Source: an optimization exercise on an open RTL-to-GDS flow (aim: small area, a short achievable clock period and few clock cycles). Production flows keep margins and buffers that such runs may drop. RTL that was checked went through simulation tests only; none was proved equivalent to the original. For runs 1 and 2, only the layout was checked, not whether the RTL still works.

## flow/design.v (module list and top-level ports; edited modules follow where they fit)
// module Divider16t: 112 lines
// module div_step: 26 lines
// module div_mux8: 6 lines
// module div_sgn: 3 lines
// module div_nsel: 3 lines
// module MultDiv: 2467 lines
// module mac_fa: 4 lines
// module mac_ha: 4 lines
// module mac_pp: 3 lines
// module mac_add64: 1751 lines
// module div_sub35: 843 lines
// module pfx_pg: 4 lines
// module pfx_p: 3 lines
// module pfx_g: 3 lines
// module pfx_bn: 4 lines
// module pfx_bp: 4 lines
// module pfx_gn: 3 lines
// module pfx_gp: 3 lines
// module muldiv_unit: 128 lines
module muldiv_unit (
    input               clk,
    input               resetn,
    input               req_valid,
    output              req_ready,
    input       [2:0]   req_op,      
    input       [31:0]  req_a,
    input       [31:0]  req_b,
    input       [31:0]  req_hi,      
    input       [31:0]  req_lo,
    output              resp_valid,
    output      [31:0]  resp_hi,
    output      [31:0]  resp_lo
);
  // ...
==> flow/flow/run.sh <==
#!/bin/bash
# The standard layout (standard.sh) with two changes to how it is made:
#  - ORFS's setup repair is asked to leave a larger slack margin: the design's
#    20 ns clock leaves every path with slack, so without a margin the repair
#    never works on the critical paths;
#  - the port buffers that placement inserts on every input and output are
#    plain buffers (buf_4) rather than the slow delay cells it picks by itself.
set -euo pipefail
MARGIN=14
PORTBUF=sky130_fd_sc_hd__buf_4
sed "s|\"\${@:-finish}\"|SETUP_SLACK_MARGIN=$MARGIN 'BUFFER_PORTS_ARGS=-buffer_cell $PORTBUF' \"\${@:-finish}\"|" standard.sh > standard_mod.sh
grep -q "SETUP_SLACK_MARGIN=$MARGIN" standard_mod.sh
bash standard_mod.sh > layout.log 2>&1
==> flow/standard.sh <==
#!/bin/bash
# synth_recipe.tcl (not shown) runs the flow's synth.tcl, then flattens the netlist and writes it again
# the make line also repeats each setting of config.mk as NAME=value (left out here)
make -C /OpenROAD-flow-scripts/flow DESIGN_CONFIG=/design/flow/config.mk WORK_HOME=/design/flow/orfs CLKGATE_MAP_FILE= SYNTH_SCRIPT=/design/flow/synth_recipe.tcl "${@:-finish}"
==> flow/config.mk <==
export PLATFORM = sky130hd
export DESIGN_NAME = muldiv_unit
export DESIGN_NICKNAME = muldiv_unit
export VERILOG_FILES = /design/flow/design.v
export SDC_FILE = /design/flow/constraint.sdc
export NUM_CORES = 8
export LEC_CHECK = 0
export CAP_MARGIN = 20
export CORE_MARGIN = 2
export CORE_UTILIZATION = 40
export CTS_CLUSTER_DIAMETER = 100
export CTS_CLUSTER_SIZE = 20
export SLEW_MARGIN = 20
export SYNTH_HIERARCHICAL = 1
export SYNTH_MINIMUM_KEEP_SIZE = 0
==> flow/constraint.sdc <==
create_clock -name core_clock -period 20.0 [get_ports {clk}]
set_input_delay 4.0000 -clock core_clock [delete_from_list [all_inputs] [get_ports {clk}]]
set_output_delay 4.0000 -clock core_clock [all_outputs]
set_load 0.01 [all_outputs]
==> flow_summary.ini, run 1 <==
[global_route]
grt_pass1_wl_um = 409900
top_usage_layer = met2
grt_pass1_vias = 56590
grt_max_degree = 96

[synthesis]
ys_warn_count = 8

[sta]
clock.fmax_mhz = 166.1
slew_headroom_pct = 27.18
drv_slew = 0

[worst_hold_path]
hold_path_startpoint = ir_lo[0]

[cells_and_area]
multi_input_comb_area_sq_um = 54340
multi_input_cells = 5359
inverters = 301
design_area_sq_um = 78310
final_cell_mix = 807 x xnor2_1, 527 x a22oi_2, 515 x buf_4
final_common_cell = xnor2_1
register_area_sq_um = 14040

[routing]
ant_nets = 0
drcViolationCount = 0

[clock_network]
ctsHoldBuffers = 0
cts_made_buffers = 39

[worst_setup_path]
cp_top_family = flip-flops
cp-end-kind = primary output
r2r_slack_ns = 14.07
crit_cells = 3

[die]
start_util_pct = 40.36

[placement]
numPlacedInstances = 8685

[outcome]
status = timing/DRC/antenna clean
==> module Divider16t, before the edit <==
module Divider16t (
    input               clk,
    input               resetn,
    input               start,       
    input               sa,          
    input               sb,          
    input       [31:0]  a,           
    input       [31:0]  b,           
    input               take,        
    output              idle,        
    output              done,        
    output              idle_n,      
    output              done_n,      
    output      [63:0]  res          
);
    localparam S_IDLE = 2'd0, S_ITER = 2'd1, S_DONE = 2'd2, S_FIX = 2'd3;
    reg [1:0]   state;
    reg [3:0]   cnt;
    reg [31:0]  rr, qq;          
    reg [31:0]  ddn;             
    reg [33:0]  d3n;             
    reg         q_neg, r_neg;
    function [5:0] lzc32;
        input [31:0] v;
        reg   [7:0]  nz4;
        reg   [15:0] l4;         
        reg   [3:0]  nz8;
        reg   [11:0] l8;         
        reg   [1:0]  nz16;
        reg   [7:0]  l16;        
        integer i;
        begin
            for (i = 0; i < 8; i = i + 1) begin
                nz4[i] = |v[4*i +: 4];
                l4[2*i +: 2] = v[4*i+3] ? 2'd0 : v[4*i+2] ? 2'd1 : v[4*i+1] ? 2'd2 : 2'd3;
            end
            for (i = 0; i < 4; i = i + 1) begin
                nz8[i] = nz4[2*i+1] | nz4[2*i];
                l8[3*i +: 3] = nz4[2*i+1] ? {1'b0, l4[4*i+2 +: 2]} : {1'b1, l4[4*i +: 2]};
            end
            for (i = 0; i < 2; i = i + 1) begin
                nz16[i] = nz8[2*i+1] | nz8[2*i];
                l16[4*i +: 4] = nz8[2*i+1] ? {1'b0, l8[6*i+3 +: 3]} : {1'b1, l8[6*i +: 3]};
            end
            lzc32 = nz16[1] ? {2'b00, l16[7:4]} : nz16[0] ? {2'b01, l16[3:0]} : 6'd32;
        end
    endfunction
    wire [5:0]  za  = lzc32(a);
    wire [5:0]  zb  = lzc32(b);
    wire [6:0]  nq3 = {1'b0, zb} - {1'b0, za} + 7'd4;                   
    wire        qz  = nq3[6] || nq3[5:0] < 6'd4;                       
    wire [3:0]  kq  = nq3[5] ? 4'd8 : {1'b0, nq3[4:2]};                 
    wire [2:0]  sh  = 3'd0 - kq[2:0];             
    wire [63:0] w0 = {32'd0, a} << {sh, 2'b00};
    wire [33:0] x1 = {rr, qq[31:30]};
    wire [31:0] r1, r2;
    wire [1:0]  q1, q2;
    div_step u_st1 (x1, {3'b111, ddn}, {2'b11, ddn, 1'b1}, {1'b1, d3n}, r1, q1);
    wire [33:0] x2 = {r1, qq[29:28]};
    div_step u_st2 (x2, {3'b111, ddn}, {2'b11, ddn, 1'b1}, {1'b1, d3n}, r2, q2);
    wire [33:0] st1 = {r1, q1};
    wire [33:0] st2 = {r2, q2};
    wire        load = start && (state == S_IDLE || (state == S_DONE && take));
    assign idle = state == S_IDLE;
    assign done = state == S_DONE;
    assign res  = {rr, qq};
    wire        fix = r_neg || q_neg;
    reg [1:0]   state_n;
    always @(*) begin
        state_n = state;
        if (load)
            state_n = !qz ? S_ITER : sa ? S_FIX : S_DONE;
        else
            case (state)
                S_ITER: if (cnt == 4'd1) state_n = fix ? S_FIX : S_DONE;
                S_FIX:  state_n = S_DONE;
                S_DONE: if (take) state_n = S_IDLE;
                default: ;
            endcase
    end
    assign idle_n = state_n == S_IDLE;
    assign done_n = state_n == S_DONE;
    always @(posedge clk) begin
        if (!resetn)
            state <= S_IDLE;
        else
            state <= state_n;
    end
    wire        iter   = state == S_ITER;
    wire        w_en   = load || iter || state == S_FIX;
    wire [31:0] rr_alt = load ? (qz ? a : w0[63:32]) : (rr ^ {32{r_neg}}) + {31'd0, r_neg};
    wire [31:0] qq_alt = load ? (qz ? 32'd0 : w0[31:0]) : (qq ^ {32{q_neg}}) + {31'd0, q_neg};
    wire [31:0] rr_d, qq_d;
    div_nsel u_nr (iter, st2[33:2], rr_alt, rr_d);
    div_nsel u_nq (iter, {qq[27:0], st1[1:0], st2[1:0]}, qq_alt, qq_d);
    always @(posedge clk) begin
        if (w_en) begin
            rr    <= rr_d;
            qq    <= qq_d;
        end
        if (load) begin
            cnt   <= kq;
            ddn   <= ~b;
            d3n   <= ~({2'b0, b} + {1'b0, b, 1'b0});
            q_neg <= !qz && (sa ^ sb);
            r_neg <= sa;
        end
        else if (iter) begin
            cnt   <= cnt - 4'd1;
        end
    end
endmodule  
==> module muldiv_unit, before the edit <==
module muldiv_unit (
    input               clk,
    input               resetn,
    input               req_valid,
    output              req_ready,
    input       [2:0]   req_op,      
    input       [31:0]  req_a,
    input       [31:0]  req_b,
    input       [31:0]  req_hi,      
    input       [31:0]  req_lo,
    output              resp_valid,
    output      [31:0]  resp_hi,
    output      [31:0]  resp_lo
);
    reg         ir_valid;
    reg         ir_div, ir_sa, ir_sb;
    reg [31:0]  ir_a, ir_b, ir_hi, ir_lo;
    reg         ir_flip;             
    wire        rq_sgn = !req_op[0];
    wire        rq_sub = req_op[2] && req_op[1];
    wire        rq_sa  = rq_sgn && req_a[31];
    wire        rq_sb  = rq_sgn && req_b[31];
    wire        rq_flip = rq_sub ^ rq_sa ^ rq_sb;
    wire [31:0] rq_na = -req_a;
    wire [31:0] rq_nb = -req_b;
    reg         b_valid, b_wait;     
    reg         e0_full, e0_wait;    
    reg [63:0]  e0_res;
    reg         resp_e0, resp_div;   
    reg         resp_any;            
    reg         mul_ok, div_ok;      
    reg         rdy;                 
    wire        div_idle, div_done;
    wire        dv_idle_n, dv_done_n;    
    wire [63:0] div_res;
    wire [63:0] mac_r0, mac_r1;
    reg  [63:0] b_r0, b_r1;
    wire [63:0] mac_res;
    wire        mac_co, mac_ct, mac_pt;
    wire        mul_issue = ir_valid && !ir_div && mul_ok;
    wire        div_issue = ir_valid &&  ir_div && div_ok;
    wire        consume   = mul_issue || div_issue;
    assign req_ready  = rdy;             
    assign resp_valid = resp_any;
    assign resp_hi    = resp_div ? div_res[63:32] : e0_res[63:32];
    assign resp_lo    = resp_div ? div_res[31:0]  : e0_res[31:0];
    wire        b_land   = b_valid && (!e0_full || resp_e0);
    wire        div_busy = !dv_idle_n;
    wire        e0_nf    = b_land || (e0_full && !resp_e0);
    wire        e0_nw    = b_land ? b_wait && !resp_div : e0_wait && !resp_div;
    wire        b_nv     = mul_issue || (b_valid && !b_land);
    wire        b_nw     = mul_issue ? div_busy : b_wait && !resp_div;
    wire        e0_rn    = e0_nf && !e0_nw;      
    wire        mul_ok_n = !b_nv || (!e0_nf || e0_rn);
    wire        div_ok_n = dv_idle_n || (dv_done_n && !e0_rn);
    wire        ir_valid_n = req_ready ? req_valid : (ir_valid && !consume);
    wire        ir_div_n   = req_ready ? (!req_op[2] && req_op[1]) : ir_div;
    always @(posedge clk) begin
        if (!resetn) begin
            ir_valid <= 1'b0;
            b_valid  <= 1'b0;
            b_wait   <= 1'b0;
            e0_full  <= 1'b0;
            e0_wait  <= 1'b0;
            resp_e0  <= 1'b0;
            resp_div <= 1'b0;
            resp_any <= 1'b0;
            rdy      <= 1'b1;
            mul_ok   <= 1'b1;
            div_ok   <= 1'b1;
        end
        else begin
            ir_valid <= ir_valid_n;
            b_valid  <= b_nv;
            b_wait   <= b_nw;
            e0_full  <= e0_nf;
            e0_wait  <= e0_nw;
            resp_e0  <= e0_rn;
            resp_div <= dv_done_n && !e0_rn;
            resp_any <= e0_rn || dv_done_n;
            mul_ok   <= mul_ok_n;
            div_ok   <= div_ok_n;
            rdy      <= !ir_valid_n || (ir_div_n ? div_ok_n : mul_ok_n);
        end
    end
    always @(posedge clk) begin
        if (req_ready) begin
            ir_div <= !req_op[2] && req_op[1];
            ir_sa  <= rq_sa;
            ir_sb  <= rq_sb;
            ir_a   <= rq_sa ? rq_na : req_a;
            ir_b   <= rq_sb ? rq_nb : req_b;
            ir_flip <= rq_flip;
            ir_hi  <= req_op[2] ? req_hi : 32'd0;
            ir_lo  <= req_op[2] ? req_lo : 32'd0;
        end
        if (mul_issue) begin
            b_r0 <= mac_r0;
            b_r1 <= mac_r1;
        end
        if (b_land)
            e0_res <= mac_res;
    end
    MultDiv u_mac (
        .a   ( ir_a            ),
        .b   ( ir_b            ),
        .flip( ir_flip         ),
        .x   ( {ir_hi, ir_lo}  ),
        .r0  ( mac_r0          ),
        .r1  ( mac_r1          )
    );
    mac_add64 u_cpa (b_r0, b_r1, 1'b0, mac_res, mac_co, mac_ct, mac_pt);
    Divider16t u_div (
        .clk    ( clk       ),
        .resetn ( resetn    ),
        .start  ( div_issue ),
        .sa     ( ir_sa     ),
        .sb     ( ir_sb     ),
        .a      ( ir_a      ),
        .b      ( ir_b      ),
        .take   ( resp_div  ),
        .idle   ( div_idle  ),
        .done   ( div_done  ),
        .idle_n ( dv_idle_n ),
        .done_n ( dv_done_n ),
        .res    ( div_res   )
    );
endmodule
==> run 2: changes to the inputs <==
--- a/flow/design.v
+++ b/flow/design.v
@@ -7,6 +7,8 @@
     input               sb,          
     input       [31:0]  a,           
     input       [31:0]  b,           
+    input       [5:0]   lza,         
+    input       [5:0]   lzb,         
     input               take,        
     output              idle,        
     output              done,        
@@ -21,34 +23,7 @@
     reg [31:0]  ddn;             
     reg [33:0]  d3n;             
     reg         q_neg, r_neg;
-    function [5:0] lzc32;
-        input [31:0] v;
-        reg   [7:0]  nz4;
-        reg   [15:0] l4;         
-        reg   [3:0]  nz8;
-        reg   [11:0] l8;         
-        reg   [1:0]  nz16;
-        reg   [7:0]  l16;        
-        integer i;
-        begin
-            for (i = 0; i < 8; i = i + 1) begin
-                nz4[i] = |v[4*i +: 4];
-                l4[2*i +: 2] = v[4*i+3] ? 2'd0 : v[4*i+2] ? 2'd1 : v[4*i+1] ? 2'd2 : 2'd3;
-            end
-            for (i = 0; i < 4; i = i + 1) begin
-                nz8[i] = nz4[2*i+1] | nz4[2*i];
-                l8[3*i +: 3] = nz4[2*i+1] ? {1'b0, l4[4*i+2 +: 2]} : {1'b1, l4[4*i +: 2]};
-            end
-            for (i = 0; i < 2; i = i + 1) begin
-                nz16[i] = nz8[2*i+1] | nz8[2*i];
-                l16[4*i +: 4] = nz8[2*i+1] ? {1'b0, l8[6*i+3 +: 3]} : {1'b1, l8[6*i +: 3]};
-            end
-            lzc32 = nz16[1] ? {2'b00, l16[7:4]} : nz16[0] ? {2'b01, l16[3:0]} : 6'd32;
-        end
-    endfunction
-    wire [5:0]  za  = lzc32(a);
-    wire [5:0]  zb  = lzc32(b);
-    wire [6:0]  nq3 = {1'b0, zb} - {1'b0, za} + 7'd4;                   
+    wire [6:0]  nq3 = {1'b0, lzb} - {1'b0, lza} + {6'd0, sa} + 7'd4;    
     wire        qz  = nq3[6] || nq3[5:0] < 6'd4;                       
     wire [3:0]  kq  = nq3[5] ? 4'd8 : {1'b0, nq3[4:2]};                 
     wire [2:0]  sh  = 3'd0 - kq[2:0];             
@@ -5264,16 +5239,45 @@
     reg         ir_div, ir_sa, ir_sb;
     reg [31:0]  ir_a, ir_b, ir_hi, ir_lo;
     reg         ir_flip;             
+    reg [5:0]   ir_lza, ir_lzb;      
     wire        rq_sgn = !req_op[0];
     wire        rq_sub = req_op[2] && req_op[1];
     wire        rq_sa  = rq_sgn && req_a[31];
     wire        rq_sb  = rq_sgn && req_b[31];
     wire        rq_flip = rq_sub ^ rq_sa ^ rq_sb;
+    function [5:0] lzc32;
+        input [31:0] v;
+        reg   [7:0]  nz4;
+        reg   [15:0] l4;         
+        reg   [3:0]  nz8;
+        reg   [11:0] l8;         
+        reg   [1:0]  nz16;
+        reg   [7:0]  l16;        
+        integer i;
+        begin
+            for (i = 0; i < 8; i = i + 1) begin
+                nz4[i] = |v[4*i +: 4];
+                l4[2*i +: 2] = v[4*i+3] ? 2'd0 : v[4*i+2] ? 2'd1 : v[4*i+1] ? 2'd2 : 2'd3;
+            end
+            for (i = 0; i < 4; i = i + 1) begin
+                nz8[i] = nz4[2*i+1] | nz4[2*i];
+                l8[3*i +: 3] = nz4[2*i+1] ? {1'b0, l4[4*i+2 +: 2]} : {1'b1, l4[4*i +: 2]};
+            end
+            for (i = 0; i < 2; i = i + 1) begin
+                nz16[i] = nz8[2*i+1] | nz8[2*i];
+                l16[4*i +: 4] = nz8[2*i+1] ? {1'b0, l8[6*i+3 +: 3]} : {1'b1, l8[6*i +: 3]};
+            end
+            lzc32 = nz16[1] ? {2'b00, l16[7:4]} : nz16[0] ? {2'b01, l16[3:0]} : 6'd32;
+        end
+    endfunction
+    wire [5:0]  rq_lza = rq_sa ? lzc32(~req_a) : lzc32(req_a);
+    wire [5:0]  rq_lzb = rq_sb ? lzc32(~req_b) : lzc32(req_b);
     wire [31:0] rq_na = -req_a;
     wire [31:0] rq_nb = -req_b;
     reg         b_valid, b_wait;     
     reg         e0_full, e0_wait;    
-    reg [63:0]  e0_res;
+    reg         e1_full, e1_wait;    
+    reg [63:0]  e0_res, e1_res;
     reg         resp_e0, resp_div;   
     reg         resp_any;            
     reg         mul_ok, div_ok;      
@@ -5292,14 +5296,20 @@
     assign resp_valid = resp_any;
     assign resp_hi    = resp_div ? div_res[63:32] : e0_res[63:32];
     assign resp_lo    = resp_div ? div_res[31:0]  : e0_res[31:0];
-    wire        b_land   = b_valid && (!e0_full || resp_e0);
+    wire        q_one    = resp_e0 ? e1_full : (e0_full && !e1_full);   
+    wire        q_two    = !resp_e0 && e1_full;                         
+    wire        b_land   = b_valid && !q_two;
     wire        div_busy = !dv_idle_n;
-    wire        e0_nf    = b_land || (e0_full && !resp_e0);
-    wire        e0_nw    = b_land ? b_wait && !resp_div : e0_wait && !resp_div;
+    wire        b_wl     = b_wait && !resp_div;
+    wire        e0_nf    = q_one || q_two || b_land;
+    wire        e1_nf    = q_two || (q_one && b_land);
+    wire        e0_nw    = resp_e0 ? (e1_full ? e1_wait && !resp_div : b_wl)
+                                   : (e0_full ? e0_wait && !resp_div : b_wl);
+    wire        e1_nw    = q_one ? b_wl : e1_wait && !resp_div;
     wire        b_nv     = mul_issue || (b_valid && !b_land);
-    wire        b_nw     = mul_issue ? div_busy : b_wait && !resp_div;
+    wire        b_nw     = mul_issue ? div_busy : b_wl;
     wire        e0_rn    = e0_nf && !e0_nw;      
-    wire        mul_ok_n = !b_nv || (!e0_nf || e0_rn);
+    wire        mul_ok_n = !b_nv || !e1_nf || e0_rn;
     wire        div_ok_n = dv_idle_n || (dv_done_n && !e0_rn);
     wire        ir_valid_n = req_ready ? req_valid : (ir_valid && !consume);
     wire        ir_div_n   = req_ready ? (!req_op[2] && req_op[1]) : ir_div;
@@ -5310,6 +5320,8 @@
             b_wait   <= 1'b0;
             e0_full  <= 1'b0;
             e0_wait  <= 1'b0;
+            e1_full  <= 1'b0;
+            e1_wait  <= 1'b0;
             resp_e0  <= 1'b0;
             resp_div <= 1'b0;
             resp_any <= 1'b0;
@@ -5323,6 +5335,8 @@
             b_wait   <= b_nw;
             e0_full  <= e0_nf;
             e0_wait  <= e0_nw;
+            e1_full  <= e1_nf;
+            e1_wait  <= e1_nw;
             resp_e0  <= e0_rn;
             resp_div <= dv_done_n && !e0_rn;
             resp_any <= e0_rn || dv_done_n;
@@ -5339,6 +5353,8 @@
             ir_a   <= rq_sa ? rq_na : req_a;
             ir_b   <= rq_sb ? rq_nb : req_b;
             ir_flip <= rq_flip;
+            ir_lza <= rq_lza;
+            ir_lzb <= rq_lzb;
             ir_hi  <= req_op[2] ? req_hi : 32'd0;
             ir_lo  <= req_op[2] ? req_lo : 32'd0;
         end
@@ -5346,8 +5362,12 @@
             b_r0 <= mac_r0;
             b_r1 <= mac_r1;
         end
-        if (b_land)
+        if (resp_e0 && e1_full)
+            e0_res <= e1_res;
+        else if (!q_one && !q_two)
             e0_res <= mac_res;
+        if (q_one)
+            e1_res <= mac_res;
     end
     MultDiv u_mac (
         .a   ( ir_a            ),
@@ -5366,6 +5386,8 @@
         .sb     ( ir_sb     ),
         .a      ( ir_a      ),
         .b      ( ir_b      ),
+        .lza    ( ir_lza    ),
+        .lzb    ( ir_lzb    ),
         .take   ( resp_div  ),
         .idle   ( div_idle  ),
         .done   ( div_done  ),
==> flow_summary.ini, run 2 <==
[sta]
clock.fmax_mhz = 165.2
hold_viol = 0
finalSetupViolCount = 0
worstMarginPinSlew_ns = 1.284
slew_headroom_pct = 14.39
setup_ws_ns = 13.95
setup_tns_ns = 0
drv_slew = 0
fin_crit_sh_pct = 30.26
layout_min_cycle_time_ns = 6.053
rsz0062_at_grt = true
skew_ns = 0.02933

[worst_setup_path]
crit_type = reg -> out
crit_chain = buf_12 > buf_16 > mux2_2 > buf_4
critPathSlowestCell = mux2_2
crit_buf_inv = 3
critPathRequiredTime_ns = 16.00
worstPathMaxFanout = 8
cp_top_family = buffers and inverters
r2r-end = b_r1[36]
cp-end-kind = primary output
max_stage_delay_ns = 0.44
critPathArrivalTime_ns = 2.05
critPathLaunchType = register
r2r_slack_ns = 14.02
timing.rr.start = ir_b[24]
reg2reg_depth = 11

[global_route]
grt_pass1_wl_um = 413900
antenna_found_initial = 10
grt-ovfl-total = 0
grt_pass1_vias = 55710
grt_max_degree = 71
gr-usage-all-layers_pct = 31.87

[routing]
drtIter0Drc = 5763
vias = 55760
viasPerCell = 6.112
dr.pass1.iters = 6
wl_per_cell_um = 32.42
drcViolationCount = 0
drt_wl_total_um = 295700
ant_nets = 0

[die]
coreArea_sq_um = 176500
start_util_pct = 40.30
die_x_um = 425.7
die_h_um = 425.7
std_cell_rows = 154
ios = 200
die_area_sq_um = 181200

[cells_and_area]
nets = 7811
design_area_sq_um = 79650
drive_gt1_share_pct = 32.63
syn_to_final_growth_pct = 11.97
final_cell_mix = 811 x xnor2_1, 534 x edfxtp_1, 528 x a22oi_2
final_common_cell = xnor2_1

[worst_hold_path]
hold_path.class = reg -> reg
min_path_cells = 1
hold_path_startpoint = e1_res[18]
min_to = e0_res[18]

[outcome]
status = timing/DRC/antenna clean

[placement]
place_area_sq_um = 75550
dp.final_hpwl_um = 222200
place_ws_ns = 12.80
numPortBuffers = 199
gp_congestion = 0.9965

[clock_network]
clkLatencyLatePin_ns = 0.71
clkTransAtPathRegs_ns = 0.10
cts_tree = built
ctsHoldBuffers = 0
root_buffer = clkbuf_16
cts.path.max_buffers = 3
cts.sinks = 550
cts.htree.levels = 2
cts_made_buffers = 44

[synthesis]
ys_warn_count = 8
syn_area_per_cell_sq_um = 10.96
synth_area_sq_um = 71130
synthCells = 6491

[run]
maxCapViolations = 0
[run 2: changes by cell type in the layout (fill, tap and decap cells not counted), sizes merged, moves of 10 or more]
cell and change:
a221oi -14, nor2 -44, ha -20, edfxtp +76
nor2b -14, inv +18, nor3 -10, o22ai -24
nand4 +11, a32o -10, mux2i +16, buf -89
nand3 +12, mux2 +61
[run 2: what timing repair did]
item	4_1_cts	5_1_grt
pin swaps	24	13
endpoints found under the hold margin	0	0
gates resized for setup	128	113
setup buffers	83	41
endpoints found under the setup margin	128	74
cloned	3	1
[run 2: how the worst max path moves through the flow]
stage / from / to / slack, ns / cells after the start
2_1_floorplan: ir_b[31] / b_r1[34] / 13.09 / 11
3_3_place_gp: u_div.rr[20] / u_div.rr[1] / 12.75 / 23
3_5_place_dp: u_div.rr[9] / u_div.rr[29] / 12.80 / 23
4_1_cts: resp_div / resp_lo[8] / 13.90 / 4
5_1_grt: resp_div / resp_hi[18] / 13.95 / 4
6_report: resp_div / resp_hi[18] / 13.95 / 4
[run 2: metal layers]
metal  share of wire [%]  global-route usage [%]  vias up
met1                  41                   42.29    28270
li1                    -                       -    23810
met2                  44                   48.37     3018
met4                 6.1                   16.81        4
met5              0.0085                       0        -
met3                 9.2                   7.198      655
[run 2: layout make-up]
cell class              count  area (sq um)
diodes                      4         10.01
clock buffers              54          1139
clock inverters            24         287.8
fillers                 16540         96850
inverters                 312          1179
multi-input cells        5369         53700
flip-flops and latches    550         16360
well taps                2340          2928
repair buffers            469          4045
[run 2: per-stage QoR]
step	hold slack (ns)	utilization, %	std cells
floorplan	0.4989	-	6549
global placement	0.5016	42.78	8909
detailed placement	0.5068	42.80	8910
CTS	0.5310	44.60	9074
global route	0.5438	45.12	9119
finish	0.5292	45.13	9122
==> run 3: changes to the inputs <==
--- a/flow/design.v
+++ b/flow/design.v
@@ -5276,8 +5276,7 @@
     wire [31:0] rq_nb = -req_b;
     reg         b_valid, b_wait;     
     reg         e0_full, e0_wait;    
-    reg         e1_full, e1_wait;    
-    reg [63:0]  e0_res, e1_res;
+    reg [63:0]  e0_res;
     reg         resp_e0, resp_div;   
     reg         resp_any;            
     reg         mul_ok, div_ok;      
@@ -5296,20 +5295,14 @@
     assign resp_valid = resp_any;
     assign resp_hi    = resp_div ? div_res[63:32] : e0_res[63:32];
     assign resp_lo    = resp_div ? div_res[31:0]  : e0_res[31:0];
-    wire        q_one    = resp_e0 ? e1_full : (e0_full && !e1_full);   
-    wire        q_two    = !resp_e0 && e1_full;                         
-    wire        b_land   = b_valid && !q_two;
+    wire        b_land   = b_valid && (!e0_full || resp_e0);
     wire        div_busy = !dv_idle_n;
-    wire        b_wl     = b_wait && !resp_div;
-    wire        e0_nf    = q_one || q_two || b_land;
-    wire        e1_nf    = q_two || (q_one && b_land);
-    wire        e0_nw    = resp_e0 ? (e1_full ? e1_wait && !resp_div : b_wl)
-                                   : (e0_full ? e0_wait && !resp_div : b_wl);
-    wire        e1_nw    = q_one ? b_wl : e1_wait && !resp_div;
+    wire        e0_nf    = b_land || (e0_full && !resp_e0);
+    wire        e0_nw    = b_land ? b_wait && !resp_div : e0_wait && !resp_div;
     wire        b_nv     = mul_issue || (b_valid && !b_land);
-    wire        b_nw     = mul_issue ? div_busy : b_wl;
+    wire        b_nw     = mul_issue ? div_busy : b_wait && !resp_div;
     wire        e0_rn    = e0_nf && !e0_nw;      
-    wire        mul_ok_n = !b_nv || !e1_nf || e0_rn;
+    wire        mul_ok_n = !b_nv || (!e0_nf || e0_rn);
     wire        div_ok_n = dv_idle_n || (dv_done_n && !e0_rn);
     wire        ir_valid_n = req_ready ? req_valid : (ir_valid && !consume);
     wire        ir_div_n   = req_ready ? (!req_op[2] && req_op[1]) : ir_div;
@@ -5320,8 +5313,6 @@
             b_wait   <= 1'b0;
             e0_full  <= 1'b0;
             e0_wait  <= 1'b0;
-            e1_full  <= 1'b0;
-            e1_wait  <= 1'b0;
             resp_e0  <= 1'b0;
             resp_div <= 1'b0;
             resp_any <= 1'b0;
@@ -5335,8 +5326,6 @@
             b_wait   <= b_nw;
             e0_full  <= e0_nf;
             e0_wait  <= e0_nw;
-            e1_full  <= e1_nf;
-            e1_wait  <= e1_nw;
             resp_e0  <= e0_rn;
             resp_div <= dv_done_n && !e0_rn;
             resp_any <= e0_rn || dv_done_n;
@@ -5362,12 +5351,8 @@
             b_r0 <= mac_r0;
             b_r1 <= mac_r1;
         end
-        if (resp_e0 && e1_full)
-            e0_res <= e1_res;
-        else if (!q_one && !q_two)
+        if (b_land)
             e0_res <= mac_res;
-        if (q_one)
-            e1_res <= mac_res;
     end
     MultDiv u_mac (
         .a   ( ir_a            ),
==> flow/flow/run.sh (replaced) <==
#!/bin/bash
# The standard layout (standard.sh) with changes to how it is made:
#  - ORFS's setup repair is asked to leave a larger slack margin after clock
#    tree synthesis and global routing: the design's 20 ns clock leaves every
#    path with slack, so without a margin the repair never works on the
#    critical paths (the repair after synthesis keeps a smaller margin);
#  - the port buffers that placement inserts on every input and output are
#    plain buffers (buf_4) rather than the slow delay cells it picks by itself.
set -euo pipefail
EARLY=10
MARGIN=14
PORTBUF=sky130_fd_sc_hd__buf_4
mk() {
  sed "s|\"\${@:-finish}\"|SETUP_SLACK_MARGIN=$1 'BUFFER_PORTS_ARGS=-buffer_cell $PORTBUF' \"\${@:-finish}\"|" standard.sh > standard_m$1.sh
  grep -q "SETUP_SLACK_MARGIN=$1" standard_m$1.sh
}
mk $EARLY
mk $MARGIN
bash standard_m$EARLY.sh synth floorplan place > layout_early.log 2>&1
bash standard_m$MARGIN.sh > layout.log 2>&1
==> flow_summary.ini, run 3 <==
[routing]
ant_nets = 0
drcViolationCount = 0
drt_wl_total_um = 267800
wl_per_cell_um = 30.21
viasPerCell = 6.098
vias = 54050
drtIter0Drc = 5372
dr.pass1.iters = 6

[global_route]
grt_pass1_vias = 55170
gr-usage-all-layers_pct = 29.96
grt_max_degree = 72
antenna_found_initial = 7
grt-ovfl-total = 0
grt_pass1_wl_um = 381800

[cells_and_area]
register_area_sq_um = 14400
syn_to_final_growth_pct = 12.39
final_common_cell = xnor2_1
design_area_sq_um = 76650
nets = 7684
largestRegisters = b_r0 x64, b_r1 x64, e0_res x64
fillers = 15850
fin_util_pct = 45.28
multi_input_comb_area_sq_um = 53050
drive_gt1_share_pct = 31.62
final_cell_mix = 816 x xnor2_1, 546 x fa_1, 528 x a22oi_2

[clock_network]
cts.htree.levels = 2
cts.path.max_buffers = 3
cts_made_buffers = 37
clkLatencyLatePin_ns = 0.67
cts.sinks = 484
cts_tree = built
clkTransAtPathRegs_ns = 0.09
ctsHoldBuffers = 0
root_buffer = clkbuf_16

[sta]
slew_headroom_pct = 26.85
clock.fmax_mhz = 165.3
layout_min_cycle_time_ns = 6.050
skew_ns = 0.05379
worstMarginPinSlew_ns = 1.097
drv_slew = 0
setup_ws_ns = 13.95
setup_tns_ns = 0
hold_viol = 0
finalSetupViolCount = 0
fin_crit_sh_pct = 30.25
rsz0062_at_grt = true

[run]
maxCapViolations = 0

[placement]
place_area_sq_um = 72030
numPortBuffers = 199
gp_congestion = 0.9984
place_ws_ns = 12.76
dp.final_hpwl_um = 194100

[outcome]
status = timing/DRC/antenna clean

[worst_hold_path]
hold_path_startpoint = b_wait
hold_path.class = reg -> reg

[worst_setup_path]
timing.rr.start = u_div.ddn[2]
critPathLaunchType = register
crit_type = reg -> out
cp-end-kind = primary output
worstPathMaxFanout = 6
critPathArrivalTime_ns = 2.05
critPathRequiredTime_ns = 16.00
startpoint = u_div.rr[5]

[synthesis]
synthCells = 6334
ys_warn_count = 8
synth_area_sq_um = 68200
syn_area_per_cell_sq_um = 10.77

[die]
start_util_pct = 40.29
std_cell_rows = 151
coreArea_sq_um = 169300
die_h_um = 416.9
ios = 200
die_area_sq_um = 173800
die_x_um = 416.9

[power]
run 3: cell count changes in the layout (fill, tap and decap cells not counted), sizes merged, moves of 6 or more:
cell    change
mux2       -64
o21ai      +13
edfxtp     -64
buf        +19
nor2       +15
o221ai      -7
nand3       +6
xnor2       +6
clkbuf     -10
run 3: stage by stage:
stage / cells / hold WS (ns)
after floorplan: 6392 / 0.5096
after global placement: 8616 / 0.5444
after detailed placement: 8616 / 0.5398
after CTS: 8772 / 0.5617
after global routing: 8864 / 0.6279
final: 8864 / 0.5583
run 3: path summary, 6_finish.rpt:
path | end | slack [ns] | cells past startpoint
max | resp_hi[5] | 13.95 | 5
min | mul_ok | 0.56 | 3
max reg2reg | u_div.rr[3] | 14.07 | 26
min reg2reg | mul_ok | 0.56 | 3
run 3: what timing repair did:
| action | CTS | global route |
|---|---|---|
| gates resized for setup | 104 | 159 |
| endpoints found under the setup margin | 158 | 53 |
| gates cloned | 2 | 1 |
| buffers inserted | 89 | 90 |
| pin swaps | 23 | 21 |
run 3: layout make-up:
cell class,count,share of cell area (%)
tap,2218,3.621
sequential,484,18.79
antenna,1,0.003265
timing repair buffer,486,5.266
multi-input combinational,5297,69.21
clock inverter,19,0.3150
inverter,313,1.544
clock buffer,46,1.252
run 3: critical path: stages, from the launching register on:
cell and delay (ns):
edfxtp_1 0.37, buf_4 0.19, buf_4 0.14, buf_4 0.12, mux2_2 0.37, buf_4 0.19
run 3: layer usage:
layer | routed length (um) | vias to the layer above | global-route usage, % | share of wire, %
met3 | 21560 | 679 | 5.530 | 8.1
li1 | - | 23210 | - | -
met5 | 12 | - | 0 | 0.0045
met1 | 106600 | 27410 | 38.29 | 40
met2 | 121200 | 2756 | 47.45 | 45
met4 | 18420 | 2 | 17.43 | 6.9
Testbench counts of run 3, summed over its fixed seeds: cycles 5,290.

-- what the ideal ports hide --
The results above use ideal ports. As a check the final layouts listed here were re-extracted and re-timed, cells and wires unchanged. Step 1 (the two cells are an assumption about what drives the block):
set clk [get_ports {clk}]
set_driving_cell -lib_cell sky130_fd_sc_hd__clkbuf_16 $clk
set_driving_cell -lib_cell sky130_fd_sc_hd__buf_2 [delete_from_list [all_inputs] $clk]
Step 2 adds t to the input delays and takes it off the output delays; t is the mean of the earliest and latest rising clock arrival at the registers after step 1. Input paths then give back, and output paths get back, about the clock's delay inside the block. Three values: no drivers, after step 1, after step 2; two values: the first two.
run	t (ns)	setup slack, ns	hold slack, ns	worst slew at a driven data input, ns
run 1	0.728	13.981 / 13.894 / 13.608	0.562 / 0.562 / 0.562	0.07
run 2	0.780	13.947 / 13.863 / 13.626	0.529 / 0.529 / 0.529	0.11
run 3	0.727	13.950 / 13.866 / 13.469	0.558 / 0.558 / 0.558	0.13
After both steps every run listed still meets setup and hold. The setup slack of run 3, which loses most, moves by -0.084 ns with the drivers and by -0.481 ns with both steps.
